This design comes from an exercise in tuning for small area, a short achievable clock period and few clock cycles on the open sky130 flow, not from production work.
Where RTL was checked, it was by simulation tests only, not by an equivalence proof against the original.
Function not checked in runs 1 and 2: the RTL went through the layout flow alone.

==> flow/design.v, too long to show whole: its modules and the start of the top module <==
// module mem: 32 lines
// module dot8: 3931 lines
// module fa: 10 lines
// module accum: 137 lines
// module ctrl: 95 lines
// module mvm: 128 lines
// module mvm_top: 37 lines
module mvm_top (
    input  clk,
    input  rst,
    input  [63:0] i_vec_wdata,
    input  [2:0]  i_vec_waddr,
    input  i_vec_wen,
    input  [63:0] i_mat_wdata,
    input  [3:0]  i_mat_waddr,
    input  [1:0]  i_mat_wen,
    input  i_start,
    input  [2:0]  i_vec_start_addr,
    input  [3:0]  i_vec_num_words,
    input  [3:0]  i_mat_start_addr,
    input  [4:0]  i_mat_num_rows_per_olane,
    output o_busy,
    output [63:0] o_result,
    output o_valid
);
  // ...
==> flow/run.sh <==
#!/bin/bash
# synth_recipe.tcl (not shown) runs the flow's synth.tcl, then flattens the netlist and writes it again
# the make line also repeats each setting of config.mk as NAME=value (left out here)
make -C /OpenROAD-flow-scripts/flow DESIGN_CONFIG=/design/flow/config.mk WORK_HOME=/design/flow/orfs CLKGATE_MAP_FILE= SYNTH_SCRIPT=/design/flow/synth_recipe.tcl finish
==> flow/config.mk <==
export PLATFORM = sky130hd
export DESIGN_NAME = mvm_top
export DESIGN_NICKNAME = mvm_top
export VERILOG_FILES = /design/flow/design.v
export SDC_FILE = /design/flow/constraint.sdc
export NUM_CORES = 4
export LEC_CHECK = 0
export CAP_MARGIN = 20
export CORE_MARGIN = 2
export CORE_UTILIZATION = 40
export CTS_CLUSTER_DIAMETER = 100
export CTS_CLUSTER_SIZE = 24
export SETUP_SLACK_MARGIN = 2.6
export SLEW_MARGIN = 20
export SYNTH_HIERARCHICAL = 1
export SYNTH_MINIMUM_KEEP_SIZE = 0
==> flow/constraint.sdc <==
create_clock -name core_clock -period 5.3 [get_ports {clk}]
set_input_delay 1.0600 -clock core_clock [delete_from_list [all_inputs] [get_ports {clk}]]
set_output_delay 1.0600 -clock core_clock [all_outputs]
set_load 0.01 [all_outputs]
==> summary.md, run 1 <==
| Metric | Value |
|---|---|
| Outcome | `timing/DRC/antenna clean` |
| Max Cap Violations | `0` |
| Antenna cells | `51` |
| Total area of multi-input combinational cells | `0.06795 mm2` |
| Cell count after placement | `17653` |
| Non-clock inverter count in the final layout | `113` |
| Cell depth of the worst hold path | `0` |
| Met3 layer wire length in the routed design | `75.15 mm` |
| Avg Cell Area, Syn | `16.01 um2` |
| Top routing layer in use | `met5` |
| Final worst setup slack | `2.494 ns` |
| Setup-violating endpoint count in the final report | `0` |
| CTS Hold Bufs | `0` |
| Antenna violations before repair | `125` |
| Slowest library cell on the worst path | `sky130_fd_sc_hd__fa_1` |
| Worst Path Max Fanout | `8` |
| Critical path endpoint | `u_mvm.lane[0].dot_unit.ra_c6_19$_DFF_P_` |
| Final routed wirelength across all metal layers | `617.9 mm` |
| Avg Vias per Cell | `5.681` |
| DRT antenna net count | `0` |
| WP buf/inv | `0` |
==> run 2: changes to the inputs <==
--- a/flow/config.mk
+++ b/flow/config.mk
@@ -10,4 +10,2 @@
 export CORE_UTILIZATION = 40
-export CTS_CLUSTER_DIAMETER = 100
-export CTS_CLUSTER_SIZE = 24
 export SETUP_SLACK_MARGIN = 2.6
==> run 2 against run 1 <==
Count of clock-buffer cells in the layout increased by 279; clock skew down 0.018 ns; design area increased by 4.2%; synthesized area unchanged; register-to-register slack better by 0.02 ns; die area unchanged; synthesized cell count unchanged; critical endpoint is now u_mvm.lane[0].dot_unit.wv0[41]$_DFF_P_; largest cell class unchanged.
==> summary.md, run 2 <==
| Metric | Value |
|---|---|
| Outcome | `timing/DRC/antenna clean` |
| Starting density of the core | `40.17%` |
| Final routed DRC violation total | `0` |
| Buffer levels on the longest clock path | `4` |
| Clock-pin slew on the worst setup and hold paths | `0.07 ns` |
| Wire length of the first global-routing pass | `846.0 mm` |
| Number of primary I/O pins | `223` |
| DRC marker count from the first detailed-route iteration | `14507` |
| Weighted congestion at the end of routability-driven global placement | `1.044` |
| GRT Overall Usage | `26.00%` |
| Maximum frequency from static timing analysis | `359.5 MHz` |
| Largest net degree at the start of global routing | `87` |
| Fin. max-slew vios | `0` |
| Area enclosed by the die boundary | `0.4710 mm2` |
| Hold Vio Cnt, Final | `0` |
| Clock network latency to the later pin of the worst-skew pair | `1.06 ns` |
| Cells on worst reg2reg path | `5` |
| Endpoint of the worst hold path | `u_mvm.lane[0].dot_unit.rb_c8_9$_DFF_P_` |
| CTS root buf | `sky130_fd_sc_hd__clkbuf_16` |
| Post-layout min period | `2.782 ns` |
| Transition time at the pin with the least slew margin | `1.174 ns` |
| Number of rows in the core area | `250` |
| CP Data Required Time | `6.09 ns` |
| Data arrival time of the critical path | `3.57 ns` |
| Syn Std Cell Area | `0.1862 mm2` |
| Antenna violations before repair | `132 (+5.6%)` |
| Clock tree from TritonCTS | `done` |
| Setup repair after global routing missed its margin | `true` |
| Top library cells by usage in the layout, fill and taps aside | `sky130_fd_sc_hd__edfxtp_1 (2565), sky130_fd_sc_hd__fa_1 (2015), sky130_fd_sc_hd__nand2_1 (1772)` |
| Half-perimeter wire length after placement | `459.5 mm` |
| Most common cell after layout, fill and taps aside | `sky130_fd_sc_hd__edfxtp_1` |
| Number of optimization iterations in the first detailed-route pass | `8` |
| DRT antenna net count | `0 (unchanged)` |
| Average routed wire per standard cell | `33.61 um` |
| Worst Path Max Fanout | `29 (+21)` |
| Area growth from synthesis to layout | `12.11%` |
| Reg-to-reg startpoint | `u_mvm.controller.vsel0[0]$_SDFF_PP0_` |
| Proportion of layout cells with a drive suffix above 1 | `12.28%` |
| Syn Inst Count | `11635` |
| Fraction of the cycle the final worst path needs | `52.48%` |
| Hold Crit Start | `u_mvm.lane[0].dot_unit.ra_c8_34$_DFF_P_` |
| Avg Cell Area, Syn | `16.01 um2 (unchanged)` |
| Number of buffers inserted by port buffering | `221` |
| Width of the chip | `686.3 um` |
| Worst setup skew after layout | `0.1113 ns` |
| CP startpoint kind | `flip-flop` |
| WS Path Type | `flip-flop to flip-flop` |
| Critical Path Source | `u_mvm.controller.vsel0[0]$_SDFF_PP0_` |
| Final routed wirelength across all metal layers | `623.8 mm (+0.95%)` |
| Sequential cell area | `0.1138 mm2` |
| Via count of the first global-routing pass | `103340` |
| Sum of negative setup slack | `0 ns` |
| Worst slack, placed | `1.895 ns` |
| Cts bufs inserted | `440` |
| Number of warnings printed during yosys synthesis | `16` |
| CTS Hold Bufs | `0 (unchanged)` |
| Worst-case headroom to the max-slew limit | `21.47%` |
| Max Cap Violations | `0 (unchanged)` |
| Biggest registers after layout | `u_mvm.lane.mat_memory.bank0 x1024, u_mvm.lane.mat_memory.bank1 x1024` |
| Net count reported at finish | `14219` |
| Slack of the worst reg-to-reg path | `2.52 ns` |
| Worst hold path class | `flip-flop to flip-flop` |
| Number of sinks driven by the clock tree | `4368` |
| Setup-violating endpoint count in the final report | `0 (unchanged)` |
| Synthesized net count | `13921` |
| Global route overflow | `0` |
| Total area of multi-input combinational cells | `0.06796 mm2 (about the same)` |
| Core area | `0.4636 mm2` |
| Total number of vias | `104921` |
| Cell depth of the worst hold path | `0 (unchanged)` |
| Layout fillers | `40504` |
| Worst reg2reg path endpoint | `u_mvm.lane[0].dot_unit.wv0[41]$_DFF_P_` |
| Die height | `686.3 um` |
| Avg Vias per Cell | `5.654 (-0.47%)` |
| Number of H-tree levels | `5` |
| Final worst setup slack | `2.519 ns (+0.02455 ns)` |
| Critical Path Sink Type | `flip-flop` |
-- run 2: repair_timing --
item / 4_1_cts / 5_1_grt
pin swaps: 1 / 6
setup endpoints to repair: 530 / 125
resized for setup: 475 / 123
buffers inserted: 11 / 1
-- run 2: area by class of cell --
cell class / count / share of cell area (%)
sequential: 4368 / 54.51
multi-input combinational: 6622 / 32.55
clock buffer: 618 / 6.008
tap: 6174 / 3.700
timing repair buffer: 388 / 1.790
clock inverter: 207 / 1.149
inverter: 113 / 0.2068
antenna: 67 / 0.08031
-- run 2: worst max-delay path, stage by stage, from the launching register on --
cell	delay [ns]
sky130_fd_sc_hd__dfxtp_2	0.90
sky130_fd_sc_hd__buf_4	0.37
sky130_fd_sc_hd__a22oi_1	0.12
sky130_fd_sc_hd__nand2_1	0.11
sky130_fd_sc_hd__mux2i_1	0.18
sky130_fd_sc_hd__nor2_1	0.82
-- run 2: per-stage QoR --
stage	cells	hold WS (ns)	utilization, %	area [um2]
after floorplan	11635	0.3096	-	186300
after global placement	17653	0.3116	41.61	192900
after detailed placement	17653	0.3121	41.62	192900
after CTS	18489	0.3130	44.94	208300
after global routing	18494	0.3234	45.00	208600
final	18557	0.3243	45.04	208800
-- run 2: routing by layer --
layer  global-route usage (%)  part of all wire, %  up-vias
li1                         -                    -    41748
met1                    35.32                   39    55621
met2                    38.26                   43     6237
met3                    8.144                   12     1257
met4                    11.81                  5.3       58
met5                        0                0.065        -
-- run 2: worst max path at each step --
stage | slack, ns | end | cells past startpoint
finish | 2.52 | u_mvm.lane[0].dot_unit.wv0[41]$_DFF_P_ | 5
floorplan | 2.59 | u_mvm.controller.msel0[2]$_SDFF_PP0_ | 11
global route | 2.50 | o_result[25] | 3
CTS | 2.46 | o_result[29] | 3
detailed placement | 1.89 | u_mvm.controller.msel0[2]$_SDFF_PP0_ | 10
global placement | 1.88 | u_mvm.controller.msel0[2]$_SDFF_PP0_ | 10
==> module accum, before the edit <==
module accum (
    input  clk,
    input  [109:0] rows,
    input  first_in,      
    output logic [21:0] result
);
logic [21:0] acc_s, acc_c;
logic first;
wire s2985 = ~(rows[11] ^ rows[33]);
wire c2986 = rows[11] | rows[33];
wire s2987 = ~(rows[7] ^ rows[29]);
wire c2988 = rows[7] | rows[29];
wire s2989 = ~(rows[8] ^ rows[30]);
wire c2990 = rows[8] | rows[30];
wire s2991, c2992;
fa u_s2991 (.a(rows[9]), .b(rows[31]), .c(rows[53]), .s(s2991), .co(c2992));
wire s2993 = ~(rows[75] ^ (acc_s[9] | first));
wire c2994 = rows[75] | (acc_s[9] | first);
wire s2995, c2996;
fa u_s2995 (.a(rows[10]), .b(rows[32]), .c(rows[54]), .s(s2995), .co(c2996));
wire s2997 = ~((acc_s[10] | first) ^ (acc_c[10] | first));
wire c2998 = (acc_s[10] | first) | (acc_c[10] | first);
wire s2999, c3000;
fa u_s2999 (.a(s2985), .b(rows[55]), .c(rows[77]), .s(s2999), .co(c3000));
wire s3001, c3002;
fa u_s3001 (.a(rows[99]), .b((acc_s[11] | first)), .c((acc_c[11] | first)), .s(s3001), .co(c3002));
wire s3003, c3004;
fa u_s3003 (.a(c2986), .b(rows[12]), .c(rows[34]), .s(s3003), .co(c3004));
wire s3005, c3006;
fa u_s3005 (.a(rows[56]), .b((acc_s[12] | first)), .c((acc_c[12] | first)), .s(s3005), .co(c3006));
wire s3007, c3008;
fa u_s3007 (.a(rows[13]), .b(rows[35]), .c(rows[57]), .s(s3007), .co(c3008));
wire s3009, c3010;
fa u_s3009 (.a(rows[79]), .b((acc_s[13] | first)), .c((acc_c[13] | first)), .s(s3009), .co(c3010));
wire s3011, c3012;
fa u_s3011 (.a(rows[14]), .b(rows[36]), .c(rows[58]), .s(s3011), .co(c3012));
wire s3013, c3014;
fa u_s3013 (.a(rows[80]), .b((acc_s[14] | first)), .c((acc_c[14] | first)), .s(s3013), .co(c3014));
wire s3015, c3016;
fa u_s3015 (.a(rows[15]), .b(rows[37]), .c((acc_s[15] | first)), .s(s3015), .co(c3016));
wire s3017, c3018;
fa u_s3017 (.a(rows[16]), .b(rows[38]), .c(rows[60]), .s(s3017), .co(c3018));
wire s3019 = ~(rows[0] ^ rows[22]);
wire c3020 = rows[0] | rows[22];
wire s3021 = ~(rows[1] ^ (acc_s[1] | first));
wire c3022 = rows[1] | (acc_s[1] | first);
wire s3023 = ~(rows[2] ^ (acc_s[2] | first));
wire c3024 = rows[2] | (acc_s[2] | first);
wire s3025 = ~(rows[3] ^ (acc_s[3] | first));
wire c3026 = rows[3] | (acc_s[3] | first);
wire s3027, c3028;
fa u_s3027 (.a(rows[4]), .b(rows[26]), .c((acc_s[4] | first)), .s(s3027), .co(c3028));
wire s3029 = ~(rows[5] ^ (acc_s[5] | first));
wire c3030 = rows[5] | (acc_s[5] | first);
wire s3031 = ~(rows[6] ^ (acc_s[6] | first));
wire c3032 = rows[6] | (acc_s[6] | first);
wire s3033, c3034;
fa u_s3033 (.a(s2987), .b(rows[51]), .c((acc_s[7] | first)), .s(s3033), .co(c3034));
wire s3035, c3036;
fa u_s3035 (.a(c2988), .b(s2989), .c((acc_s[8] | first)), .s(s3035), .co(c3036));
wire s3037, c3038;
fa u_s3037 (.a(c2990), .b(s2991), .c(s2993), .s(s3037), .co(c3038));
wire s3039, c3040;
fa u_s3039 (.a(c2992), .b(c2994), .c(s2995), .s(s3039), .co(c3040));
wire s3041, c3042;
fa u_s3041 (.a(c2996), .b(c2998), .c(s2999), .s(s3041), .co(c3042));
wire s3043, c3044;
fa u_s3043 (.a(c3000), .b(c3002), .c(s3003), .s(s3043), .co(c3044));
wire s3045, c3046;
fa u_s3045 (.a(c3004), .b(c3006), .c(s3007), .s(s3045), .co(c3046));
wire s3047, c3048;
fa u_s3047 (.a(c3008), .b(c3010), .c(s3011), .s(s3047), .co(c3048));
wire s3049, c3050;
fa u_s3049 (.a(c3012), .b(c3014), .c(s3015), .s(s3049), .co(c3050));
wire s3051, c3052;
fa u_s3051 (.a(c3016), .b(s3017), .c((acc_s[16] | first)), .s(s3051), .co(c3052));
wire s3053, c3054;
fa u_s3053 (.a(c3018), .b(rows[17]), .c((acc_s[17] | first)), .s(s3053), .co(c3054));
wire s3055, c3056;
fa u_s3055 (.a(rows[18]), .b(rows[40]), .c((acc_s[18] | first)), .s(s3055), .co(c3056));
wire s3057 = ~(acc_s[19] | first);
wire c3058 = (acc_s[19] | first);
wire s3059 = ~(acc_s[20] | first);
wire c3060 = (acc_s[20] | first);
wire s3061 = ~(acc_s[21] | first);
wire c3062 = (acc_s[21] | first);
wire s3063 = ~(s3019 ^ (acc_s[0] | first));
wire c3064 = s3019 | (acc_s[0] | first);
wire s3065, c3066;
fa u_s3065 (.a(c3020), .b(s3021), .c((acc_c[1] | first)), .s(s3065), .co(c3066));
wire s3067, c3068;
fa u_s3067 (.a(c3022), .b(s3023), .c((acc_c[2] | first)), .s(s3067), .co(c3068));
wire s3069, c3070;
fa u_s3069 (.a(c3024), .b(s3025), .c((acc_c[3] | first)), .s(s3069), .co(c3070));
wire s3071, c3072;
fa u_s3071 (.a(c3026), .b(s3027), .c((acc_c[4] | first)), .s(s3071), .co(c3072));
wire s3073, c3074;
fa u_s3073 (.a(c3028), .b(s3029), .c((acc_c[5] | first)), .s(s3073), .co(c3074));
wire s3075, c3076;
fa u_s3075 (.a(c3030), .b(s3031), .c((acc_c[6] | first)), .s(s3075), .co(c3076));
wire s3077, c3078;
fa u_s3077 (.a(c3032), .b(s3033), .c((acc_c[7] | first)), .s(s3077), .co(c3078));
wire s3079, c3080;
fa u_s3079 (.a(c3034), .b(s3035), .c((acc_c[8] | first)), .s(s3079), .co(c3080));
wire s3081, c3082;
fa u_s3081 (.a(c3036), .b(s3037), .c((acc_c[9] | first)), .s(s3081), .co(c3082));
wire s3083, c3084;
fa u_s3083 (.a(c3038), .b(s3039), .c(s2997), .s(s3083), .co(c3084));
wire s3085, c3086;
fa u_s3085 (.a(c3040), .b(s3041), .c(s3001), .s(s3085), .co(c3086));
wire s3087, c3088;
fa u_s3087 (.a(c3042), .b(s3043), .c(s3005), .s(s3087), .co(c3088));
wire s3089, c3090;
fa u_s3089 (.a(c3044), .b(s3045), .c(s3009), .s(s3089), .co(c3090));
wire s3091, c3092;
fa u_s3091 (.a(c3046), .b(s3047), .c(s3013), .s(s3091), .co(c3092));
wire s3093, c3094;
fa u_s3093 (.a(c3048), .b(s3049), .c((acc_c[15] | first)), .s(s3093), .co(c3094));
wire s3095, c3096;
fa u_s3095 (.a(c3050), .b(s3051), .c((acc_c[16] | first)), .s(s3095), .co(c3096));
wire s3097, c3098;
fa u_s3097 (.a(c3052), .b(s3053), .c((acc_c[17] | first)), .s(s3097), .co(c3098));
wire s3099, c3100;
fa u_s3099 (.a(c3054), .b(s3055), .c((acc_c[18] | first)), .s(s3099), .co(c3100));
wire s3101, c3102;
fa u_s3101 (.a(c3056), .b(s3057), .c((acc_c[19] | first)), .s(s3101), .co(c3102));
wire s3103, c3104;
fa u_s3103 (.a(c3058), .b(s3059), .c((acc_c[20] | first)), .s(s3103), .co(c3104));
wire s3105, c3106;
fa u_s3105 (.a(c3060), .b(s3061), .c((acc_c[21] | first)), .s(s3105), .co(c3106));
always_ff @(posedge clk) begin
    first <= first_in;
    acc_s <= {c3104, c3102, c3100, c3098, c3096, c3094, c3092, c3090, c3088, c3086, c3084, c3082, c3080, c3078, c3076, c3074, c3072, c3070, c3068, c3066, c3064, s3063};
    acc_c <= {s3105, s3103, s3101, s3099, s3097, s3095, s3093, s3091, s3089, s3087, s3085, s3083, s3081, s3079, s3077, s3075, s3073, s3071, s3069, s3067, s3065, (acc_c[0] | first)};
    result <= ~(acc_s + acc_c + 22'd1);
end
endmodule
==> module mvm, before the edit <==
module mvm (
    input  clk,
    input  rst,
    input  [63:0] i_vec_wdata,
    input  [2:0]  i_vec_waddr,
    input  i_vec_wen,
    input  [63:0] i_mat_wdata,
    input  [3:0]  i_mat_waddr,
    input  [1:0]  i_mat_wen,
    input  i_start,
    input  [2:0]  i_vec_start_addr,
    input  [3:0]  i_vec_num_words,
    input  [3:0]  i_mat_start_addr,
    input  [4:0]  i_mat_num_rows_per_olane,
    output o_busy,
    output [63:0] o_result,
    output o_valid
);
localparam NL = 2;
logic       g_valid, g_first, g_last, psel, mask0, mask1;
logic [3:0] vsel0, vsel1;
logic [7:0] msel0, msel1;
ctrl controller (
    .clk(clk),
    .rst(rst),
    .start(i_start),
    .vec_start_addr(i_vec_start_addr),
    .vec_num_words(i_vec_num_words),
    .mat_start_addr(i_mat_start_addr),
    .mat_num_rows_per_olane(i_mat_num_rows_per_olane),
    .g_valid(g_valid),
    .g_first(g_first),
    .g_last(g_last),
    .vsel0(vsel0),
    .vsel1(vsel1),
    .msel0(msel0),
    .msel1(msel1),
    .psel(psel),
    .mask0(mask0),
    .mask1(mask1),
    .busy(o_busy)
);
logic [63:0] wr_vdata, wr_mdata;
logic [7:0]  wr_vsel;
logic [NL-1:0][15:0] wr_msel;
always_ff @(posedge clk) begin
    wr_vdata <= i_vec_wdata;
    wr_mdata <= i_mat_wdata;
end
genvar wa;
generate
    for (wa = 0; wa < 8; wa++) begin : vsel
        always_ff @(posedge clk)
            wr_vsel[wa] <= i_vec_wen && (i_vec_waddr == wa);
    end
    for (wa = 0; wa < 16; wa++) begin : msel
        always_ff @(posedge clk) begin
            wr_msel[0][wa] <= i_mat_wen[0] && (i_mat_waddr == wa);
            wr_msel[1][wa] <= i_mat_wen[1] && (i_mat_waddr == wa);
        end
    end
endgenerate
logic [63:0] vb0, vb1;
logic [NL-1:0][63:0] mb0, mb1;
mem #(.DATAW(64), .DEPTH(8)) vec_memory (
    .clk(clk),
    .wdata(wr_vdata),
    .wsel(wr_vsel),
    .rsel0(vsel0),
    .rsel1(vsel1),
    .rdata0(vb0),
    .rdata1(vb1)
);
localparam TREE_STAGES = 3;
localparam ROWW = 110;                
localparam TD = TREE_STAGES + 1;      
logic [TD:1] valid_d, first_d, last_d;
logic out_a, out_b;
wire  first_t = first_d[TD-1];       
logic [63:0] p_v0, p_v1;
logic [NL-1:0][21:0] res;
assign p_v0 = (psel ? vb1 : vb0) & {64{!mask0}};
assign p_v1 = (psel ? vb0 : vb1) & {64{!mask1}};
genvar i;
generate
    for (i = 0; i < NL; i++) begin : lane
        logic [ROWW-1:0] rows;
        mem #(.DATAW(64), .DEPTH(16)) mat_memory (
            .clk(clk),
            .wdata(wr_mdata),
            .wsel(wr_msel[i]),
            .rsel0(msel0),
            .rsel1(msel1),
            .rdata0(mb0[i]),
            .rdata1(mb1[i])
        );
        dot8 dot_unit (
            .clk(clk),
            .m0(mb0[i]),
            .m1(mb1[i]),
            .v0(p_v0),
            .v1(p_v1),
            .rows(rows)
        );
        accum accumulator (
            .clk(clk),
            .rows(rows),
            .first_in(first_t),
            .result(res[i])
        );
        assign o_result[32*i +: 32] = {{10{res[i][21]}}, res[i]};
    end
endgenerate
always_ff @(posedge clk) begin
    first_d <= {first_d[TD-1:1], g_first};
    last_d <= {last_d[TD-1:1], g_last};
    if (rst) begin
        valid_d <= '0;
        out_a <= 1'b0;
        out_b <= 1'b0;
    end else begin
        valid_d <= {valid_d[TD-1:1], g_valid};
        out_a <= valid_d[TD] && last_d[TD];    
        out_b <= out_a;                        
    end
end
assign o_valid = out_b;
endmodule
==> run 3: changes to the inputs <==
--- a/flow/design.v
+++ b/flow/design.v
@@ -3977,3 +3977,4 @@
     input  first_in,      
-    output logic [21:0] result
+    output logic [21:0] result,
+    output [31-22:0] sext           
 );
@@ -3981,2 +3982,3 @@
 logic first;
+wire  [21:0] sum = ~(acc_s + acc_c + 22'd1);
 wire s2985 = ~(rows[11] ^ rows[33]);
@@ -4107,4 +4109,18 @@
     acc_c <= {s3105, s3103, s3101, s3099, s3097, s3095, s3093, s3091, s3089, s3087, s3085, s3083, s3081, s3079, s3077, s3075, s3073, s3071, s3069, s3067, s3065, (acc_c[0] | first)};
-    result <= ~(acc_s + acc_c + 22'd1);
+    result <= sum;
 end
+genvar k;
+generate
+    for (k = 0; k < 32-22; k++) begin : sx
+        sreg u_sreg (.clk(clk), .d(sum[21]), .q(sext[k]));
+    end
+endgenerate
+endmodule
+module sreg (
+    input  clk,
+    input  d,
+    output logic q
+);
+always_ff @(posedge clk)
+    q <= d;
 endmodule
@@ -4286,2 +4302,3 @@
 logic [NL-1:0][21:0] res;
+logic [NL-1:0][9:0]  sext;
 assign p_v0 = (psel ? vb1 : vb0) & {64{!mask0}};
@@ -4313,5 +4330,6 @@
             .first_in(first_t),
-            .result(res[i])
+            .result(res[i]),
+            .sext(sext[i])
         );
-        assign o_result[32*i +: 32] = {{10{res[i][21]}}, res[i]};
+        assign o_result[32*i +: 32] = {sext[i], res[i]};
     end
--- a/flow/config.mk
+++ b/flow/config.mk
@@ -10,3 +10,5 @@
 export CORE_UTILIZATION = 40
-export SETUP_SLACK_MARGIN = 2.6
+export CTS_CLUSTER_DIAMETER = 100
+export CTS_CLUSTER_SIZE = 24
+export SETUP_SLACK_MARGIN = 2.7
 export SLEW_MARGIN = 20
==> run 3 against run 2 <==
Setup slack gained 0.094 ns; still clean on timing, DRC and antenna; global-route usage down 0.31 points; maximum frequency increased by 3.5%; clock skew rose by 0.0079 ns; critical path type unchanged.
==> summary.md, run 3 <==
| Metric | Value |
|---|---|
| Biggest registers after layout | `u_mvm.lane.mat_memory.bank0 x1024, u_mvm.lane.mat_memory.bank1 x1024` |
| DRT antenna net count | `0 (unchanged)` |
| Core area | `0.4639 mm2 (about the same)` |
| DRC marker count from the first detailed-route iteration | `14114 (-2.7%)` |
| Via count of the first global-routing pass | `102282 (-1.0%)` |
| Worst setup skew after layout | `0.1192 ns (+0.007897 ns)` |
| Clock-pin slew on the worst setup and hold paths | `0.10 ns (+0.03 ns)` |
| Critical Path Sink Type | `flip-flop` |
| Maximum frequency from static timing analysis | `372.1 MHz (+3.5%)` |
| Final routed DRC violation total | `0 (unchanged)` |
| Wire length of the first global-routing pass | `835.1 mm (-1.3%)` |
| Synthesized net count | `13929 (+0.057%)` |
| Setup-violating endpoint count in the final report | `0 (unchanged)` |
| Syn Std Cell Area | `0.1864 mm2 (about the same)` |
| Width of the chip | `686.7 um (about the same)` |
| WS Path Type | `flip-flop to flip-flop` |
| Die height | `686.7 um (about the same)` |
| Fraction of the cycle the final worst path needs | `50.70% (-1.8 points)` |
| CTS root buf | `sky130_fd_sc_hd__clkbuf_16` |
| CP Data Required Time | `6.12 ns (+0.03 ns)` |
| Sum of negative setup slack | `0 ns (unchanged)` |
| Most common cell after layout, fill and taps aside | `sky130_fd_sc_hd__edfxtp_1` |
| Starting density of the core | `40.19% (about the same)` |
| Final cell count without fillers | `18199 (-1.9%)` |
| Top library cells by usage in the layout, fill and taps aside | `sky130_fd_sc_hd__edfxtp_1 (2565), sky130_fd_sc_hd__fa_1 (1987), sky130_fd_sc_hd__nand2_1 (1760)` |
| Hold Vio Cnt, Final | `0 (unchanged)` |
| Cts bufs inserted | `224 (-49%)` |
| Fin. max-slew vios | `0 (unchanged)` |
| Average routed wire per standard cell | `33.79 um (+0.52%)` |
| Post-layout min period | `2.687 ns (-0.09427 ns)` |
| Weighted congestion at the end of routability-driven global placement | `1.030 (-1.4%)` |
| Area enclosed by the die boundary | `0.4715 mm2 (about the same)` |
| Avg Cell Area, Syn | `16.01 um2 (about the same)` |
| Syn Inst Count | `11643 (+0.069%)` |
| Worst-case headroom to the max-slew limit | `13.57% (-7.9 points)` |
| Number of rows in the core area | `250 (unchanged)` |
| Transition time at the pin with the least slew margin | `1.292 ns (+0.1180 ns)` |
| Worst hold path class | `flip-flop to flip-flop` |
| Number of buffers inserted by port buffering | `221 (unchanged)` |
| Number of optimization iterations in the first detailed-route pass | `6 (-2)` |
| Antenna violations before repair | `112 (-15%)` |
| Avg Vias per Cell | `5.671 (+0.31%)` |
| Global route overflow | `0 (unchanged)` |
| CP startpoint kind | `flip-flop` |
| Half-perimeter wire length after placement | `456.3 mm (-0.71%)` |
| Data arrival time of the critical path | `3.51 ns (-0.06 ns)` |
| Number of H-tree levels | `4 (-1)` |
| Max Cap Violations | `0 (unchanged)` |
| Number of sinks driven by the clock tree | `4388 (+0.46%)` |
| Net count reported at finish | `14034 (-1.3%)` |
| Core utilization of the finished layout | `43.42% (-1.6 points)` |
| Setup repair after global routing missed its margin | `true` |
| Clock tree from TritonCTS | `done` |
| Proportion of layout cells with a drive suffix above 1 | `10.32% (-2.0 points)` |
| Clock network latency to the later pin of the worst-skew pair | `1.05 ns (about the same)` |
| Final routed wirelength across all metal layers | `614.9 mm (-1.4%)` |
| Number of primary I/O pins | `223 (unchanged)` |
| Cell count after placement | `17682 (+0.16%)` |
| Layout fillers | `40946 (+1.1%)` |
| Number of warnings printed during yosys synthesis | `17 (+1)` |
| Worst Path Max Fanout | `8 (-72%)` |
| Area growth from synthesis to layout | `8.043%` |
| Outcome | `timing/DRC/antenna clean` |
| Total number of vias | `103211 (-1.6%)` |
| CTS Hold Bufs | `0 (unchanged)` |
| Largest net degree at the start of global routing | `80 (-8.0%)` |
| GRT Overall Usage | `25.68% (-0.31 points)` |
| Buffer levels on the longest clock path | `4 (unchanged)` |
-- run 3: stage by stage --
step	hold WS (ns)	instance area, um2	setup WS [ns]
floorplan	0.3096	186500	2.591
global placement	0.3106	193300	1.919
detailed placement	0.3121	193300	1.890
CTS	0.2644	200700	2.464
global route	0.2697	201200	2.573
finish	0.2740	201400	2.613
-- run 3: layer usage --
| metal | GRT usage [%] | up-vias | wire length, um |
|---|---|---|---|
| li1 | - | 41166 | - |
| met5 | 0 | - | 327 |
| met1 | 35.01 | 54927 | 242000 |
| met3 | 7.206 | 1171 | 70820 |
| met4 | 12.07 | 44 | 35180 |
| met2 | 38.12 | 5903 | 266600 |
-- run 3: cell type report --
type	count	area (um2)	area share, %
diodes	111	277.8	0.1379
clock inverters	46	734.5	0.3647
well taps	6174	7725	3.835
clock buffers	346	6147	3.052
repair buffers	395	3598	1.787
multi-input cells	6624	68040	33.78
inverters	115	439.2	0.2181
flip-flops and latches	4388	114400	56.82
-- run 3: worst paths after layout --
kind	endpoint	depth (start not counted)	from	slack (ns)
hold / removal	u_mvm.first_d[2]$_DFF_P_	0	u_mvm.first_d[1]$_DFF_P_	0.27
setup reg to reg	u_mvm.lane[1].dot_unit.ra_c4_11$_DFF_P_	4	u_mvm.lane[1].dot_unit.wv0[27]$_DFF_P_	2.61
setup / recovery	u_mvm.lane[1].dot_unit.ra_c4_11$_DFF_P_	4	u_mvm.lane[1].dot_unit.wv0[27]$_DFF_P_	2.61
hold reg to reg	u_mvm.first_d[2]$_DFF_P_	0	u_mvm.first_d[1]$_DFF_P_	0.27
-- run 3: repair_timing --
item	in CTS	in global routing
endpoints found under the hold margin	0	0
pin swaps	5	9
setup endpoints to repair	668	170
cloned	0	0
gates resized for setup	654	199
setup buffers	8	6
-- run 3: worst max-delay path, cell delays in order (launching register included) --
cell                      delay, ns
sky130_fd_sc_hd__dfxtp_1       0.56
sky130_fd_sc_hd__nand2_1       0.14
sky130_fd_sc_hd__fa_1          0.50
sky130_fd_sc_hd__fa_1          0.54
sky130_fd_sc_hd__fa_1          0.75
Testbench counts of run 3, summed over its fixed seeds: cycles 13,267.
==> run 4: changes to the inputs <==
--- a/flow/config.mk
+++ b/flow/config.mk
@@ -12,3 +12,3 @@
 export CTS_CLUSTER_SIZE = 24
-export SETUP_SLACK_MARGIN = 2.7
+export SETUP_SLACK_MARGIN = 3.1
 export SLEW_MARGIN = 20
==> run 4 against run 3 <==
Die area unchanged; utilization is 2.3 points higher; critical endpoint is now u_mvm.lane[1].dot_unit.ra_c2_5$_DFF_P_; synthesized area stayed put; still clean on timing, DRC and antenna; setup slack improved by 0.071 ns; register-to-register slack improved by 0.07 ns.
==> summary.md, run 4 <==
| Metric | Value |
|---|---|
| Number of rows in the core area | `250 (unchanged)` |
| Number of sinks driven by the clock tree | `4388 (unchanged)` |
| Syn Std Cell Area | `0.1864 mm2 (unchanged)` |
| Final routed wirelength across all metal layers | `635.0 mm (+3.3%)` |
| Area growth from synthesis to layout | `13.70%` |
| Cell depth of the worst hold path | `0 (unchanged)` |
| Half-perimeter wire length after placement | `456.4 mm (about the same)` |
| Endpoint of the worst hold path | `u_mvm.lane[1].dot_unit.rc_c11_4$_DFF_P_` |
| Avg Cell Area, Syn | `16.01 um2 (unchanged)` |
| Most common cell after layout, fill and taps aside | `sky130_fd_sc_hd__edfxtp_1` |
| Number of buffers inserted by port buffering | `221 (unchanged)` |
| Buffer levels on the longest clock path | `4 (unchanged)` |
| Starting density of the core | `40.19% (unchanged)` |
| CTS Hold Bufs | `0 (unchanged)` |
| Global route overflow | `0 (unchanged)` |
| Max Cap Violations | `0 (unchanged)` |
| Cell with the most instances on the worst path | `sky130_fd_sc_hd__fa_2` |
| Reg-to-reg startpoint | `u_mvm.lane[1].dot_unit.wm0[2]$_DFF_P_` |
| Total number of vias | `105378 (+2.1%)` |
| Wire length of the first global-routing pass | `851.6 mm (+2.0%)` |
| Total cell area at the placement stage | `0.1933 mm2 (about the same)` |
| Number of primary I/O pins | `223 (unchanged)` |
| Synthesized net count | `13929 (unchanged)` |
| Die height | `686.7 um (unchanged)` |
| Cells on worst reg2reg path | `5 (+1)` |
| Worst setup skew after layout | `0.1154 ns (-0.003771 ns)` |
| Slack of the worst reg-to-reg path | `2.68 ns (+0.07 ns)` |
| CTS root buf | `sky130_fd_sc_hd__clkbuf_16` |
| Antenna violations before repair | `115 (+2.7%)` |
| Worst hold path class | `flip-flop to flip-flop` |
| DRC marker count from the first detailed-route iteration | `13684 (-3.0%)` |
| Sum of negative setup slack | `0 ns (unchanged)` |
| Syn Inst Count | `11643 (unchanged)` |
| Biggest registers after layout | `u_mvm.lane.mat_memory.bank0 x1024, u_mvm.lane.mat_memory.bank1 x1024` |
| CP peak stage delay | `0.74 ns (about the same)` |
| Number of H-tree levels | `4 (unchanged)` |
| Weighted congestion at the end of routability-driven global placement | `1.044 (+1.4%)` |
| Net count reported at finish | `14302 (+1.9%)` |
| Clock tree from TritonCTS | `done` |
| Area enclosed by the die boundary | `0.4715 mm2 (unchanged)` |
| Transition time at the pin with the least slew margin | `1.091 ns (-0.2003 ns)` |
| Width of the chip | `686.7 um (unchanged)` |
| CP Cell Sequence | `buf_6 -> nand2_4 -> fa_2 -> fa_2 -> fa_2` |
| Cts bufs inserted | `222 (-0.89%)` |
| DRT antenna net count | `0 (unchanged)` |
| Number of optimization iterations in the first detailed-route pass | `6 (unchanged)` |
| Worst-case headroom to the max-slew limit | `27.14% (+14 points)` |
| Finished Cell Area | `0.2119 mm2 (+5.2%)` |
| Via count of the first global-routing pass | `103636 (+1.3%)` |
| Average routed wire per standard cell | `34.43 um (+1.9%)` |
| CP Data Required Time | `6.19 ns (+0.07 ns)` |
| Top library cells by usage in the layout, fill and taps aside | `sky130_fd_sc_hd__edfxtp_1 (2565), sky130_fd_sc_hd__a22oi_1 (1272), sky130_fd_sc_hd__nand2_1 (1249)` |
| Worst Path Max Fanout | `8 (unchanged)` |
| Outcome | `timing/DRC/antenna clean` |
| Setup-violating endpoint count in the final report | `0 (unchanged)` |
| Number of warnings printed during yosys synthesis | `17 (unchanged)` |
| Fraction of the cycle the final worst path needs | `49.36% (-1.3 points)` |
| WS Path Type | `flip-flop to flip-flop` |
| Avg Vias per Cell | `5.714 (+0.75%)` |
| Largest net degree at the start of global routing | `83 (+3.8%)` |
| Final routed DRC violation total | `0 (unchanged)` |
| CP startpoint kind | `flip-flop` |
| Slowest library cell on the worst path | `sky130_fd_sc_hd__fa_2` |
| Clock-pin slew on the worst setup and hold paths | `0.10 ns (about the same)` |
| Data arrival time of the critical path | `3.50 ns (about the same)` |
| Core area | `0.4639 mm2 (unchanged)` |
| GRT Overall Usage | `26.21% (+0.53 points)` |
| Post-layout min period | `2.616 ns (-0.07095 ns)` |
| Fin. max-slew vios | `0 (unchanged)` |
| Worst reg2reg path endpoint | `u_mvm.lane[1].dot_unit.ra_c2_5$_DFF_P_` |
| Setup repair after global routing missed its margin | `true` |
| Hold Crit Start | `u_mvm.lane[1].dot_unit.rb_c11_9$_DFF_P_` |
| Clock network latency to the later pin of the worst-skew pair | `1.05 ns (about the same)` |
| Critical Path Sink Type | `flip-flop` |
| Maximum frequency from static timing analysis | `382.2 MHz (+2.7%)` |
| Hold Vio Cnt, Final | `0 (unchanged)` |
| Proportion of layout cells with a drive suffix above 1 | `28.74% (+18 points)` |
==> run 4: worst max-delay path, delay by kind of cell, from the launching register on <==
kind,cells,cell delay (ns)
buffers and inverters,1,0.14
adder cells (fa/ha/maj),3,1.77
flip-flops,1,0.49
AND/OR/NAND/NOR,1,0.05
==> run 4: cell type report <==
cell class	count	area, um2
multi-input combinational	6626	73760
sequential	4388	115700
antenna	84	210.2
inverter	115	439.2
tap	6174	7725
clock inverter	48	800.8
clock buffer	344	6097
timing repair buffer	663	7237
fill	39979	251900
==> run 4: worst max path at each step <==
stage                                                     start                                      to  cells after the start
floorplan                                               i_start    u_mvm.controller.msel0[2]$_SDFF_PP0_                     11
global placement                                        i_start    u_mvm.controller.msel0[2]$_SDFF_PP0_                     10
detailed placement                                      i_start    u_mvm.controller.msel0[2]$_SDFF_PP0_                     10
CTS                 u_mvm.lane[0].accumulator.result[4]$_DFF_P_                             o_result[4]                      1
global route                     u_mvm.controller.ma[0]$_DFF_P_    u_mvm.controller.msel0[2]$_SDFF_PP0_                     12
finish                    u_mvm.lane[1].dot_unit.wm0[2]$_DFF_P_  u_mvm.lane[1].dot_unit.ra_c2_5$_DFF_P_                      5
==> run 4: routing by layer <==
| metal | GRT usage (%) | up-vias | wire length (um) |
|---|---|---|---|
| met2 | 39.13 | 6375 | 277900 |
| met1 | 34.99 | 55934 | 241800 |
| met4 | 13.11 | 58 | 39580 |
| met3 | 7.658 | 1309 | 75430 |
| li1 | - | 41702 | - |
| met5 | 0 | - | 393 |
==> run 4: what timing repair did <==
| item | CTS | global route |
|---|---|---|
| pin swaps | 829 | 627 |
| resized for setup | 2826 | 806 |
| setup buffers | 154 | 126 |
| cloned | 5 | 4 |
| endpoints found under the setup margin | 1054 | 632 |
==> run 4: metrics by stage <==
stage / hold WS (ns) / cells / worst slack [ns] / utilization [%]
after floorplan: 0.3096 / 11643 / 2.592 / -
after global placement: 0.3115 / 17677 / 1.905 / 41.66
after detailed placement: 0.3121 / 17677 / 1.948 / 41.66
after CTS: 0.3183 / 18228 / 2.669 / 44.80
after global routing: 0.3214 / 18377 / 2.662 / 45.65
final: 0.3137 / 18442 / 2.684 / 45.69
==> run 5: changes to the inputs <==
--- a/flow/config.mk
+++ b/flow/config.mk
@@ -12,3 +12,3 @@
 export CTS_CLUSTER_SIZE = 24
-export SETUP_SLACK_MARGIN = 3.1
+export SETUP_SLACK_MARGIN = 2.9
 export SLEW_MARGIN = 20
==> run 5 against run 4 <==
Non-clock buffer count down 148; setup slack better by 0.053 ns; hold slack improved by 0.019 ns; utilization fell by 1.4 points; global-route usage decreased by 0.19 points; count of clock-buffer cells in the layout fell by 1; cell count is 0.87% lower.
==> summary.md, run 5 <==
| Metric | Value |
|---|---|
| Number of rows in the core area | `250 (unchanged)` |
| Final cell count without fillers | `18282 (-0.87%)` |
| Number of primary I/O pins | `223 (unchanged)` |
| Fraction of the cycle the final worst path needs | `48.37% (-0.99 points)` |
| Critical path endpoint | `u_mvm.lane[1].dot_unit.ra_c4_13$_DFF_P_` |
| Maximum frequency from static timing analysis | `390.1 MHz (+2.1%)` |
| GRT Overall Usage | `26.02% (-0.19 points)` |
| Die height | `686.7 um (unchanged)` |
| Number of sinks driven by the clock tree | `4388 (unchanged)` |
| Number of optimization iterations in the first detailed-route pass | `8 (+2)` |
| Fin. max-slew vios | `0 (unchanged)` |
| Area enclosed by the die boundary | `0.4715 mm2 (unchanged)` |
| Proportion of layout cells with a drive suffix above 1 | `17.06% (-12 points)` |
| Critical Path Sink Type | `flip-flop` |
| Reg-to-reg startpoint | `u_mvm.lane[1].dot_unit.wm0[1]$_DFF_P_` |
| Area growth from synthesis to layout | `10.10%` |
| CP startpoint kind | `flip-flop` |
| Slack of the worst reg-to-reg path | `2.74 ns (+0.05 ns)` |
| Avg Cell Area, Syn | `16.01 um2 (unchanged)` |
| Worst-case headroom to the max-slew limit | `24.96% (-2.2 points)` |
| WS Path Type | `flip-flop to flip-flop` |
| Worst reg2reg path endpoint | `u_mvm.lane[1].dot_unit.ra_c4_13$_DFF_P_` |
| Number of buffers inserted by port buffering | `221 (unchanged)` |
| CP Data Required Time | `6.12 ns (-0.07 ns)` |
| Clock tree from TritonCTS | `done` |
| Final hold slack | `0.3332 ns (+0.01944 ns)` |
| Syn Std Cell Area | `0.1864 mm2 (unchanged)` |
| Cell with the most instances on the worst path | `sky130_fd_sc_hd__fa_2` |
| Total cell area at the placement stage | `0.1933 mm2 (about the same)` |
| Final routed wirelength across all metal layers | `625.6 mm (-1.5%)` |
| CP Cell Sequence | `nand2_1 -> fa_2 -> fa_2 -> fa_2` |
| Transition time at the pin with the least slew margin | `1.126 ns (+0.03430 ns)` |
| Worst Path Max Fanout | `8 (unchanged)` |
| Finished Cell Area | `0.2052 mm2 (-3.2%)` |
| Data arrival time of the critical path | `3.38 ns (-0.12 ns)` |
| Total number of vias | `103532 (-1.8%)` |
| Critical Path Source | `u_mvm.lane[1].dot_unit.wm0[1]$_DFF_P_` |
| Max Cap Violations | `0 (unchanged)` |
| Most common cell after layout, fill and taps aside | `sky130_fd_sc_hd__edfxtp_1` |
| Number of warnings printed during yosys synthesis | `17 (unchanged)` |
| Top library cells by usage in the layout, fill and taps aside | `sky130_fd_sc_hd__edfxtp_1 (2565), sky130_fd_sc_hd__fa_1 (1746), sky130_fd_sc_hd__nand2_1 (1590)` |
| Average routed wire per standard cell | `34.22 um (-0.62%)` |
| Final routed DRC violation total | `0 (unchanged)` |
| Setup-violating endpoint count in the final report | `0 (unchanged)` |
| Syn Inst Count | `11643 (unchanged)` |
| Number of H-tree levels | `4 (unchanged)` |
| Outcome | `timing/DRC/antenna clean` |
| Cells on worst reg2reg path | `4 (-1)` |
| Net count reported at finish | `14152 (-1.0%)` |
| Starting density of the core | `40.19% (unchanged)` |
| Width of the chip | `686.7 um (unchanged)` |
| Largest net degree at the start of global routing | `88 (+6.0%)` |
| Clock-pin slew on the worst setup and hold paths | `0.09 ns (about the same)` |
| DRC marker count from the first detailed-route iteration | `13263 (-3.1%)` |
| Avg Vias per Cell | `5.663 (-0.89%)` |
| Biggest registers after layout | `u_mvm.lane.mat_memory.bank0 x1024, u_mvm.lane.mat_memory.bank1 x1024` |
| Half-perimeter wire length after placement | `463.3 mm (+1.5%)` |
| Hold Vio Cnt, Final | `0 (unchanged)` |
| Worst hold path class | `flip-flop to flip-flop` |
| Post-layout min period | `2.564 ns (-0.05266 ns)` |
| Antenna violations before repair | `101 (-12%)` |
| Core area | `0.4639 mm2 (unchanged)` |
| DRT antenna net count | `0 (unchanged)` |
| CTS root buf | `sky130_fd_sc_hd__clkbuf_16` |
| Cts bufs inserted | `222 (unchanged)` |
| Global route overflow | `0 (unchanged)` |
| Clock network latency to the later pin of the worst-skew pair | `1.03 ns (-0.02 ns)` |
| Worst setup skew after layout | `0.1229 ns (+0.007524 ns)` |
| Weighted congestion at the end of routability-driven global placement | `1.036 (-0.76%)` |
| Via count of the first global-routing pass | `102348 (-1.2%)` |
| Slowest library cell on the worst path | `sky130_fd_sc_hd__fa_2` |
| Setup repair after global routing missed its margin | `true` |
| Sum of negative setup slack | `0 ns (unchanged)` |
| Synthesized net count | `13929 (unchanged)` |
| Cell count after placement | `17694 (+0.096%)` |
| Buffer levels on the longest clock path | `4 (unchanged)` |
| CP peak stage delay | `0.78 ns (+0.04 ns)` |
| Wire length of the first global-routing pass | `844.6 mm (-0.82%)` |
==> run 5: cell count changes in the layout (fill, tap and decap cells not counted), sizes merged, moves of 3 or more <==
| cell | delta |
|---|---|
| buf | -143 |
| diode | -6 |
| clkinv | -5 |
| bufbuf | -4 |
| bufinv | -3 |
| clkinvlp | +3 |
==> run 5: layout make-up <==
class,instances,area (um2)
Fill cell,40712,258600
Sequential cell,4388,115300
Multi-Input combinational cell,6624,69680
Tap cell,6174,7725
Clock buffer,343,6052
Timing Repair Buffer,515,5145
Clock inverter,45,694.4
Inverter,115,439.2
Antenna cell,78,195.2
==> run 5: worst min path at each step <==
stage,start,endpoint,slack (ns),cells after the start
final,u_mvm.controller.g_last$_DFF_P_,u_mvm.last_d[1]$_DFF_P_,0.33,0
after global routing,u_mvm.lane[0].dot_unit.rb_c0_1$_DFF_P_,u_mvm.lane[0].dot_unit.rc_c0_1$_DFF_P_,0.33,0
after CTS,u_mvm.lane[0].dot_unit.rb_c0_1$_DFF_P_,u_mvm.lane[0].dot_unit.rc_c0_1$_DFF_P_,0.31,0
after detailed placement,u_mvm.lane[0].dot_unit.rb_c0_1$_DFF_P_,u_mvm.lane[0].dot_unit.rc_c0_1$_DFF_P_,0.31,0
after global placement,u_mvm.lane[0].dot_unit.ra_c3_12$_DFF_P_,u_mvm.lane[0].dot_unit.rb_c3_2$_DFF_P_,0.31,0
after floorplan,u_mvm.controller.g_first$_SDFF_PP1_,u_mvm.first_d[0]$_DFF_P_,0.31,0
==> run 5: stage by stage <==
step	utilization (%)	setup WS, ns
finish	44.24	2.736
global route	44.21	2.662
CTS	43.80	2.692
detailed placement	41.68	1.888
global placement	41.67	1.912
floorplan	-	2.592
==> run 5: layer usage <==
layer  vias up  part of all wire (%)  GRT usage [%]
met5         -                 0.055              0
met4        46                   5.2          11.58
met3      1139                    11          7.301
met2      5667                    44          39.08
met1     55289                    39          35.32
li1      41391                     -              -
==> run 5: repair_timing <==
action                     4_1_cts  5_1_grt
setup buffers                   63       56
pin swaps                      266      326
hold endpoints to repair         0        0
gates resized for setup       1548      409
setup endpoints to repair      917      342
hold buffers                     0        0
cloned                           0        2
==> run 5: worst max-delay path: cells and delay by family (launching register included) <==
family,cells,cell delay [ns]
and+or+nand+nor,1,0.11
DFF,1,0.49
adders and majority gates,3,1.73
==> module ctrl, before the edit <==
module ctrl (
    input  clk,
    input  rst,
    input  start,
    input  [2:0] vec_start_addr,
    input  [3:0] vec_num_words,
    input  [3:0] mat_start_addr,
    input  [4:0] mat_num_rows_per_olane,
    output logic       g_valid,
    output logic       g_first,      
    output logic       g_last,       
    output logic [3:0] vsel0,        
    output logic [3:0] vsel1,
    output logic [7:0] msel0,        
    output logic [7:0] msel1,
    output logic       psel,         
    output logic       mask0,        
    output logic       mask1,        
    output logic       busy
);
logic [2:0] j_vs;
logic [1:0] j_g;        
logic       j_odd;      
logic [4:0] r;          
logic [1:0] g;          
logic [2:0] va;         
logic [3:0] ma;         
logic       n_valid, n_first, n_last;
logic [4:0] n_r;
logic [1:0] n_g;
logic [2:0] n_va;
logic [3:0] n_ma;
logic       accept;
assign accept = start && !busy;
always_comb begin
    n_valid = g_valid;
    n_r = r;
    n_g = g;
    n_va = va;
    n_ma = ma;
    n_first = 1'b0;
    if (accept) begin
        n_valid = 1'b1;
        n_r = mat_num_rows_per_olane - 5'd1;
        n_g = 2'((vec_num_words - 4'd1) >> 1);
        n_va = vec_start_addr;
        n_ma = mat_start_addr;
        n_first = 1'b1;
    end else if (g_valid) begin
        if (g == 2'd0) begin
            if (r == 5'd0) begin
                n_valid = 1'b0;
            end else begin
                n_r = r - 5'd1;
                n_g = j_g;
                n_va = j_vs;
                n_ma = ma + (j_odd ? 4'd1 : 4'd2);
                n_first = 1'b1;
            end
        end else begin
            n_g = g - 2'd1;
            n_va = va + 3'd2;
            n_ma = ma + 4'd2;
        end
    end
    n_last = (n_g == 2'd0);
end
always_ff @(posedge clk) begin
    if (accept) begin
        j_vs <= vec_start_addr;
        j_g <= 2'((vec_num_words - 4'd1) >> 1);
        j_odd <= vec_num_words[0];
    end
    r <= n_r;
    g <= n_g;
    va <= n_va;
    ma <= n_ma;
    g_first <= n_first;
    g_last <= n_last;
    vsel0 <= 4'(5'd1 << ((4'(n_va) + 4'd1) >> 1));
    vsel1 <= 4'd1 << n_va[2:1];
    msel0 <= 8'(9'd1 << ((5'(n_ma) + 5'd1) >> 1));
    msel1 <= 8'd1 << n_ma[3:1];
    psel <= n_va[0] ^ n_ma[0];
    mask0 <= n_last && (accept ? vec_num_words[0] : j_odd) && n_ma[0];
    mask1 <= n_last && (accept ? vec_num_words[0] : j_odd) && !n_ma[0];
    if (rst) begin
        g_valid <= 1'b0;
        busy <= 1'b0;
    end else begin
        g_valid <= n_valid;
        busy <= n_valid && !(n_g == 2'd0 && n_r == 5'd0);
    end
end
endmodule
==> run 6: changes to the inputs <==
--- a/flow/design.v
+++ b/flow/design.v
@@ -4146,14 +4146,15 @@
 );
-logic [2:0] j_vs;
-logic [1:0] j_g;        
-logic       j_odd;      
-logic [4:0] r;          
-logic [1:0] g;          
-logic [2:0] va;         
-logic [3:0] ma;         
-logic       n_valid, n_first, n_last;
+logic [3:0] j_vsel0, j_vsel1;    
+logic       j_vpar;              
+logic [1:0] j_g;                 
+logic       j_odd;               
+logic [4:0] r;                   
+logic       r_zero;              
+logic [1:0] g;                   
+logic       vpar, mpar;          
+logic       n_valid, n_first, n_last, n_rzero, n_vpar, n_mpar, n_odd;
 logic [4:0] n_r;
 logic [1:0] n_g;
-logic [2:0] n_va;
-logic [3:0] n_ma;
+logic [3:0] n_vsel0, n_vsel1;
+logic [7:0] n_msel0, n_msel1;
 logic       accept;
@@ -4163,6 +4164,13 @@
     n_r = r;
+    n_rzero = r_zero;
     n_g = g;
-    n_va = va;
-    n_ma = ma;
+    n_last = g_last;
+    n_vsel0 = vsel0;
+    n_vsel1 = vsel1;
+    n_msel0 = msel0;
+    n_msel1 = msel1;
+    n_vpar = vpar;
+    n_mpar = mpar;
     n_first = 1'b0;
+    n_odd = j_odd;
     if (accept) begin
@@ -4170,9 +4178,16 @@
         n_r = mat_num_rows_per_olane - 5'd1;
+        n_rzero = (mat_num_rows_per_olane == 5'd1);
         n_g = 2'((vec_num_words - 4'd1) >> 1);
-        n_va = vec_start_addr;
-        n_ma = mat_start_addr;
+        n_last = (vec_num_words <= 4'd2);
+        n_vsel0 = 4'(5'd1 << ((4'(vec_start_addr) + 4'd1) >> 1));
+        n_vsel1 = 4'd1 << vec_start_addr[2:1];
+        n_msel0 = 8'(9'd1 << ((5'(mat_start_addr) + 5'd1) >> 1));
+        n_msel1 = 8'd1 << mat_start_addr[3:1];
+        n_vpar = vec_start_addr[0];
+        n_mpar = mat_start_addr[0];
         n_first = 1'b1;
+        n_odd = vec_num_words[0];
     end else if (g_valid) begin
-        if (g == 2'd0) begin
-            if (r == 5'd0) begin
+        if (g_last) begin
+            if (r_zero) begin
                 n_valid = 1'b0;
@@ -4180,5 +4195,17 @@
                 n_r = r - 5'd1;
+                n_rzero = (r == 5'd1);
                 n_g = j_g;
-                n_va = j_vs;
-                n_ma = ma + (j_odd ? 4'd1 : 4'd2);
+                n_last = (j_g == 2'd0);
+                n_vsel0 = j_vsel0;
+                n_vsel1 = j_vsel1;
+                n_vpar = j_vpar;
+                if (!j_odd) begin
+                    n_msel0 = msel0 << 1;
+                    n_msel1 = msel1 << 1;
+                end else if (!mpar) begin
+                    n_msel0 = msel0 << 1;
+                end else begin
+                    n_msel1 = msel1 << 1;
+                end
+                n_mpar = mpar ^ j_odd;
                 n_first = 1'b1;
@@ -4187,7 +4214,9 @@
             n_g = g - 2'd1;
-            n_va = va + 3'd2;
-            n_ma = ma + 4'd2;
+            n_last = (g == 2'd1);
+            n_vsel0 = vsel0 << 1;
+            n_vsel1 = vsel1 << 1;
+            n_msel0 = msel0 << 1;
+            n_msel1 = msel1 << 1;
         end
     end
-    n_last = (n_g == 2'd0);
 end
@@ -4195,4 +4224,6 @@
     if (accept) begin
-        j_vs <= vec_start_addr;
-        j_g <= 2'((vec_num_words - 4'd1) >> 1);
+        j_vsel0 <= n_vsel0;
+        j_vsel1 <= n_vsel1;
+        j_vpar <= vec_start_addr[0];
+        j_g <= n_g;
         j_odd <= vec_num_words[0];
@@ -4200,14 +4231,15 @@
     r <= n_r;
+    r_zero <= n_rzero;
     g <= n_g;
-    va <= n_va;
-    ma <= n_ma;
     g_first <= n_first;
     g_last <= n_last;
-    vsel0 <= 4'(5'd1 << ((4'(n_va) + 4'd1) >> 1));
-    vsel1 <= 4'd1 << n_va[2:1];
-    msel0 <= 8'(9'd1 << ((5'(n_ma) + 5'd1) >> 1));
-    msel1 <= 8'd1 << n_ma[3:1];
-    psel <= n_va[0] ^ n_ma[0];
-    mask0 <= n_last && (accept ? vec_num_words[0] : j_odd) && n_ma[0];
-    mask1 <= n_last && (accept ? vec_num_words[0] : j_odd) && !n_ma[0];
+    vsel0 <= n_vsel0;
+    vsel1 <= n_vsel1;
+    msel0 <= n_msel0;
+    msel1 <= n_msel1;
+    vpar <= n_vpar;
+    mpar <= n_mpar;
+    psel <= n_vpar ^ n_mpar;
+    mask0 <= n_last && n_odd && n_mpar;
+    mask1 <= n_last && n_odd && !n_mpar;
     if (rst) begin
@@ -4217,3 +4249,3 @@
         g_valid <= n_valid;
-        busy <= n_valid && !(n_g == 2'd0 && n_r == 5'd0);
+        busy <= n_valid && !(n_last && n_rzero);
     end
--- a/flow/config.mk
+++ b/flow/config.mk
@@ -12,2 +12,3 @@
 export CTS_CLUSTER_SIZE = 24
+export PLACE_DENSITY = 0.75
 export SETUP_SLACK_MARGIN = 2.9
==> run 6 against run 5 <==
Register-to-register slack worse by 0.02 ns; die area is 0.16% higher; clock skew fell by 0.0031 ns; global-route usage fell by 0.19 points; critical path depth is 1 higher; first-iteration DRC count rose by 19%; sequential share of layout area rose by 0.060 points.
==> summary.md, run 6 <==
| Metric | Value |
|---|---|
| Outcome | `timing/DRC/antenna clean` |
| WS Path Type | `flip-flop to flip-flop` |
| Max Cap Violations | `0 (unchanged)` |
| GRT Overall Usage | `25.83% (-0.19 points)` |
| Most common cell after layout, fill and taps aside | `sky130_fd_sc_hd__edfxtp_1` |
| Data arrival time of the critical path | `3.49 ns (+0.11 ns)` |
| Layout fillers | `39942 (-1.9%)` |
| Largest net degree at the start of global routing | `104 (+18%)` |
| DRT antenna net count | `0 (unchanged)` |
| Avg Vias per Cell | `5.815 (+2.7%)` |
| Setup repair after global routing missed its margin | `true` |
| Width of the chip | `687.2 um (about the same)` |
| Syn Std Cell Area | `0.1867 mm2 (+0.16%)` |
| Transition time at the pin with the least slew margin | `1.290 ns (+0.1641 ns)` |
| Sequential cell area | `0.1155 mm2 (+0.20%)` |
| Total area of multi-input combinational cells | `0.06907 mm2 (-0.88%)` |
| Sum of negative setup slack | `0 ns (unchanged)` |
| Antenna violations before repair | `115 (+14%)` |
| Critical Path Sink Type | `flip-flop` |
| CP Data Required Time | `6.21 ns (+0.09 ns)` |
| Weighted congestion at the end of routability-driven global placement | `1.088 (+5.0%)` |
| Number of primary I/O pins | `223 (unchanged)` |
| Net count reported at finish | `14171 (+0.13%)` |
| Proportion of layout cells with a drive suffix above 1 | `15.27% (-1.8 points)` |
| Syn Inst Count | `11657 (+0.12%)` |
| Final routed DRC violation total | `0 (unchanged)` |
| Avg Cell Area, Syn | `16.02 um2 (about the same)` |
| Worst slack, placed | `2.316 ns (+0.4284 ns)` |
| Area growth from synthesis to layout | `10.02% (about the same)` |
| Final worst setup slack | `2.715 ns (-0.02128 ns)` |
| Number of sinks driven by the clock tree | `4390 (+0.046%)` |
| CTS root buf | `sky130_fd_sc_hd__clkbuf_16` |
| Wire length of the first global-routing pass | `845.1 mm (about the same)` |
| Area enclosed by the die boundary | `0.4723 mm2 (+0.16%)` |
| DRC marker count from the first detailed-route iteration | `15816 (+19%)` |
| Hold Vio Cnt, Final | `0 (unchanged)` |
| Fin. max-slew vios | `0 (unchanged)` |
| Average routed wire per standard cell | `34.46 um (+0.69%)` |
| Number of rows in the core area | `250 (unchanged)` |
| Die height | `687.2 um (about the same)` |
| Top library cells by usage in the layout, fill and taps aside | `sky130_fd_sc_hd__edfxtp_1 (2592), sky130_fd_sc_hd__fa_1 (1827), sky130_fd_sc_hd__nand2_1 (1666)` |
| Total number of vias | `106446 (+2.8%)` |
| Setup-violating endpoint count in the final report | `0 (unchanged)` |
| Number of buffers inserted by port buffering | `222 (+0.45%)` |
| Global route overflow | `0 (unchanged)` |
| Clock tree from TritonCTS | `done` |
| Maximum frequency from static timing analysis | `386.9 MHz (-0.82%)` |
| Via count of the first global-routing pass | `104816 (+2.4%)` |
| Clock-pin slew on the worst setup and hold paths | `0.10 ns (about the same)` |
| Worst-case headroom to the max-slew limit | `13.70% (-11 points)` |
| Starting density of the core | `40.22% (about the same)` |
| Biggest registers after layout | `u_mvm.lane.mat_memory.bank0 x1024, u_mvm.lane.mat_memory.bank1 x1024` |
| Clock network latency to the later pin of the worst-skew pair | `1.06 ns (+0.03 ns)` |
| Worst hold path class | `flip-flop to flip-flop` |
| CP startpoint kind | `flip-flop` |
| Number of warnings printed during yosys synthesis | `17 (unchanged)` |
| Number of optimization iterations in the first detailed-route pass | `7 (-1)` |
| Final routed wirelength across all metal layers | `630.8 mm (+0.82%)` |
| Post-layout min period | `2.585 ns (+0.02128 ns)` |
| Half-perimeter wire length after placement | `456.5 mm (-1.5%)` |
| Synthesized net count | `13943 (+0.10%)` |
| Number of H-tree levels | `4 (unchanged)` |
| Worst Path Max Fanout | `6 (-2)` |
| Worst setup skew after layout | `0.1198 ns (-0.003141 ns)` |
| Fraction of the cycle the final worst path needs | `48.77% (+0.40 points)` |
| Core area | `0.4642 mm2 (about the same)` |
| Cts bufs inserted | `218 (-1.8%)` |
| Buffer levels on the longest clock path | `4 (unchanged)` |
run 6: cell type report:
cell class | count | area share, %
clock buffer | 343 | 2.910
sequential | 4390 | 56.24
tap | 6174 | 3.760
antenna | 85 | 0.1035
inverter | 109 | 0.1992
clock inverter | 38 | 0.3185
timing repair buffer | 532 | 2.846
multi-input combinational | 6634 | 33.62
run 6: what timing repair did:
item / 4_1_cts / 5_1_grt
buffers inserted: 75 / 52
gates cloned: 6 / 17
pin swaps: 130 / 222
gates resized for setup: 1318 / 450
setup endpoints to repair: 917 / 353
hold buffers: 0 / 0
run 6: worst paths after layout:
path / to / slack [ns] / depth (start not counted) / start
max: u_mvm.lane[0].dot_unit.ra_c3_9$_DFF_P_ / 2.72 / 5 / u_mvm.lane[0].dot_unit.wv0[3]$_DFF_P_
min: u_mvm.lane[0].dot_unit.rc_c11_4$_DFF_P_ / 0.33 / 0 / u_mvm.lane[0].dot_unit.rb_c11_9$_DFF_P_
max reg2reg: u_mvm.lane[0].dot_unit.ra_c3_9$_DFF_P_ / 2.72 / 5 / u_mvm.lane[0].dot_unit.wv0[3]$_DFF_P_
min reg2reg: u_mvm.lane[0].dot_unit.rc_c11_4$_DFF_P_ / 0.33 / 0 / u_mvm.lane[0].dot_unit.rb_c11_9$_DFF_P_
run 6: stage by stage:
stage	area, um2	util (%)	hold WS [ns]	std cells
2_1_floorplan	186700	-	0.3096	11657
3_5_place_dp	193400	41.67	0.3121	17689
3_3_place_gp	193400	41.66	0.3125	17686
6_report	205400	44.25	0.3276	18305
5_1_grt	205200	44.21	0.3327	18225
4_1_cts	202900	43.71	0.3237	18151
run 6: critical path, cell delays in order (launching register included):
cell	delay, ns
sky130_fd_sc_hd__dfxtp_4	0.45
sky130_fd_sc_hd__buf_12	0.14
sky130_fd_sc_hd__nand2_4	0.05
sky130_fd_sc_hd__fa_2	0.78
sky130_fd_sc_hd__fa_1	0.49
sky130_fd_sc_hd__fa_2	0.53
run 6: routing by layer:
metal | wire, um | GRT usage, % | vias to the layer above
met5 | 729 | 0 | -
met3 | 95240 | 10.55 | 1564
met2 | 269400 | 37.56 | 8070
met1 | 222700 | 33.05 | 55264
met4 | 42710 | 13.68 | 84
li1 | - | - | 41464
Testbench counts of run 6, summed over its fixed seeds: cycles 13,267.

[static timing again, ports no longer ideal]
In the flow no input, the clock included, has a driving cell. The finished layouts below were timed again as built, in two steps. Step 1 sets driving cells, clkbuf_16 on the clock port and buf_2 on the other inputs (assumed; they add their load-dependent delay and slew). Step 2 moves the port delays by t, midway between the first and last clock arrival at a register: inputs arrive t later, outputs are due t later. That takes back most of the time a late clock gives input paths. a / b / c = no drivers / after step 1 / after step 2; a / b = the first two.
run	shift t [ns]	slack for setup (ns)	clock arrival spread, ns	worst data-port slew with drivers (ns)	pins driven straight from the clock port
run 1	1.088	2.494 / 2.494 / 1.978	0.148 / 0.147	0.15	1
run 2	1.124	2.519 / 2.442 / 2.004	0.111 / 0.112	0.16	1
run 3	1.113	2.613 / 2.609 / 1.933	0.121 / 0.121	0.13	1
run 4	1.102	2.684 / 2.675 / 1.998	0.136 / 0.136	0.13	1
run 5	1.095	2.736 / 2.647 / 2.002	0.133 / 0.133	0.10	1
run 6	1.107	2.715 / 2.628 / 2.458	0.134 / 0.134	0.12	1
After both steps every run listed still meets setup and hold. For run 5, which loses most, drivers alone change the setup slack by -0.089 ns; drivers and shift together by -0.734 ns.
